From an optimization exercise on the open Yosys and OpenROAD flow, aimed at small area; shortcuts taken in it are not production practice.
In this exercise RTL edits were held to simulation tests only and were not proved equivalent to the original.
Power and IR drop assume default switching activity.

Design issue, start of the top module:
module issue (
    input   wire            clk,
    input   wire            resetn,
    input   wire            snoop_hit,
    output  wire            readyn,
    input   wire            bco_valid,
    input   wire [1:0]      bp_pattern,
    input   wire            bp_taken,
    input   wire            bp_hit,
    input   wire [31:0]     bp_target,
    input   wire            wb_en,
    input   wire [3:0]      wb_dst_rob,
    input   wire [31:0]     wb_value,
    input   wire            wb_lsmiss,
    input   wire            nowb_en,
    input   wire [3:0]      nowb_dst_rob,
    input   wire [31:0]     nowb_value,
    input   wire            i_valid,
    input   wire [31:0]     i_pc,
    input   wire [3:0]      i_src0_rob,
    input   wire            i_src0_ready,
    input   wire [31:0]     i_src0_value,
    input   wire [3:0]      i_src1_rob,
    input   wire            i_src1_ready,
    input   wire [31:0]     i_src1_value,
    input   wire [3:0]      i_dst_rob,
    input   wire [25:0]     i_imm,
    input   wire [7:0]      i_fid,
    input   wire            i_branch,
    input   wire            i_load,
    input   wire            i_store,
    input   wire            i_pipe_alu,
    input   wire            i_pipe_mul,
    input   wire            i_pipe_mem,
    input   wire            i_pipe_bru,
    input   wire [4:0]      i_alu_cmd,
    input   wire [0:0]      i_mul_cmd,
    input   wire [4:0]      i_mem_cmd,
    input   wire [6:0]      i_bru_cmd,
    input   wire [1:0]      i_bagu_cmd,
    output  wire            o_valid,
    output  wire [31:0]     o_pc,
    output  wire [31:0]     o_src0_value,
    output  wire            o_src0_forward_alu,
    output  wire [31:0]     o_src1_value,
    output  wire            o_src1_forward_alu,
    output  wire [3:0]      o_dst_rob,
    output  wire [25:0]     o_imm,
    output  wire [7:0]      o_fid,
    output  wire            o_pipe_alu,
    output  wire            o_pipe_mul,
    output  wire            o_pipe_mem,
    output  wire            o_pipe_bru,
    output  wire [4:0]      o_alu_cmd,
    output  wire [0:0]      o_mul_cmd,
    output  wire [4:0]      o_mem_cmd,
    output  wire [6:0]      o_bru_cmd,
    output  wire [1:0]      o_bagu_cmd,
    output  wire [1:0]      o_bp_pattern,
    output  wire            o_bp_taken,
    output  wire            o_bp_hit,
    output  wire [31:0]     o_bp_target
);
For scale: roughly 4700 cells after synthesis.
export LEC_CHECK = 0
export CAP_MARGIN = 20
export CORE_MARGIN = 2
export CORE_UTILIZATION = 45
export PLACE_DENSITY = 0.45
export SLEW_MARGIN = 20
export SYNTH_HIERARCHICAL = 1
create_clock -name core_clock -period 7.0 [get_ports {clk}]
standard.sh (not shown) runs the stock make flow with config.mk's settings and CLKGATE_MAP_FILE= SYNTH_SCRIPT=/design/flow/synth_recipe.tcl, a recipe that flattens the netlist after the stock synthesis.
==> flow/flow/run.sh <==
#!/bin/bash
# Standard layout flow (standard.sh: ORFS synthesis through finish), with two changes:
#  - ports are buffered with the smallest buffer cell instead of the default pick;
#  - clock tree synthesis uses clkbuf_8 with small sink clusters and adds no dummy loads.
# ORFS writes each tool's log under orfs/logs; the driver's own output goes to flow_run.log.
cp standard.sh standard_sh_copy.log 2>/dev/null
export BUFFER_PORTS_ARGS="-buffer_cell sky130_fd_sc_hd__buf_1"
export CTS_ARGS="-sink_clustering_enable -repair_clock_nets -dont_use_dummy_load -buf_list sky130_fd_sc_hd__clkbuf_8 -sink_clustering_size 12 -sink_clustering_max_diameter 40"
bash standard.sh > flow_run.log 2>&1
Next try:
--- a/flow/flow/run.sh
+++ b/flow/flow/run.sh
@@ -4 +4 @@
-#  - clock tree synthesis uses clkbuf_8 with small sink clusters and adds no dummy loads.
+#  - clock tree synthesis drives sink clusters of up to 8 with clkbuf_4 and adds no dummy loads.
@@ -8 +8 @@
-export CTS_ARGS="-sink_clustering_enable -repair_clock_nets -dont_use_dummy_load -buf_list sky130_fd_sc_hd__clkbuf_8 -sink_clustering_size 12 -sink_clustering_max_diameter 40"
+export CTS_ARGS="-sink_clustering_enable -repair_clock_nets -dont_use_dummy_load -buf_list {sky130_fd_sc_hd__clkbuf_4 sky130_fd_sc_hd__clkbuf_8} -sink_clustering_buffer sky130_fd_sc_hd__clkbuf_4 -sink_clustering_size 8 -sink_clustering_max_diameter 40"
- CORE_UTILIZATION: 45 -> 55
- PLACE_DENSITY: 0.45 -> not set
Outcome: Global-route usage rises by 4.6 points; register-to-register slack improves by 0.22 ns; cell area falls by 2.4%; routed wire length falls by 6.0%; worst hold slack improves by 0.0053 ns.
Next try:
==> flow/flow/run.sh (replaced) <==
#!/bin/bash
# Standard layout flow (standard.sh: ORFS synthesis through finish), with two changes:
#  - ports are buffered with the smallest buffer cell instead of the default pick;
#  - clock tree synthesis uses clkbuf_8 with sink clusters of up to 12 within 60 um and adds no dummy loads.
# ORFS writes each tool's log under orfs/logs; the driver's own output goes to flow_run.log.
cp standard.sh standard_sh_copy.log 2>/dev/null
export BUFFER_PORTS_ARGS="-buffer_cell sky130_fd_sc_hd__buf_1"
export CTS_ARGS="-sink_clustering_enable -repair_clock_nets -dont_use_dummy_load -buf_list sky130_fd_sc_hd__clkbuf_8 -sink_clustering_size 12 -sink_clustering_max_diameter 60"
bash standard.sh > flow_run.log 2>&1
- CORE_UTILIZATION: 55 -> 45
Result: Total power climbs by a few percent. Sequential power hardly moves. Die area climbs by about a fifth. Non-clock buffer count drops by 24. Critical path depth climbs by 1. Worst setup slack is better by 0.069 ns.
Next try:
--- a/flow/flow/run.sh
+++ b/flow/flow/run.sh
@@ -4 +4 @@
-#  - clock tree synthesis uses clkbuf_8 with sink clusters of up to 12 within 60 um and adds no dummy loads.
+#  - clock tree synthesis drives sink clusters of up to 8 with clkbuf_4 and adds no dummy loads.
@@ -8 +8 @@
-export CTS_ARGS="-sink_clustering_enable -repair_clock_nets -dont_use_dummy_load -buf_list sky130_fd_sc_hd__clkbuf_8 -sink_clustering_size 12 -sink_clustering_max_diameter 60"
+export CTS_ARGS="-sink_clustering_enable -repair_clock_nets -dont_use_dummy_load -buf_list {sky130_fd_sc_hd__clkbuf_4 sky130_fd_sc_hd__clkbuf_8} -sink_clustering_buffer sky130_fd_sc_hd__clkbuf_4 -sink_clustering_size 8 -sink_clustering_max_diameter 40"
- PLACE_DENSITY: not set -> 0.7
Outcome: The new run finished with timing, DRC and antenna clean. Hold slack improved by 0.0048 ns. Die area is unchanged. Power goes down by 2.4%. Area after synthesis stays the same. Wire length goes down by about 3%.

==> separate check: timing with driven ports <==
In the flow no input, the clock included, has a driving cell. The finished layouts below were timed again as built, in two steps. Step 1 sets driving cells, clkbuf_16 on the clock port and buf_2 on the other inputs (assumed; they add their load-dependent delay and slew). Step 2 adds t to the input delays and takes it off the output delays; t is the mean of the earliest and latest rising clock arrival at the registers after step 1. Input paths then give back, and output paths get back, about the clock's delay inside the block. a / b / c = ideal ports / drivers / drivers and shift; a / b = the first two.
run	t, ns	setup slack, ns	clock arrival spread, ns	pins driven straight from the clock port
the first run	0.984	0.244 / 0.164 / 1.034	0.109 / 0.108	1
the second run	0.935	0.205 / 0.130 / 1.066	0.100 / 0.099	1
the third run	0.971	0.274 / 0.194 / 1.165	0.130 / 0.130	1
the fourth run	0.964	0.217 / 0.150 / 1.113	0.141 / 0.141	1
After both steps setup and hold are still met in every run listed.
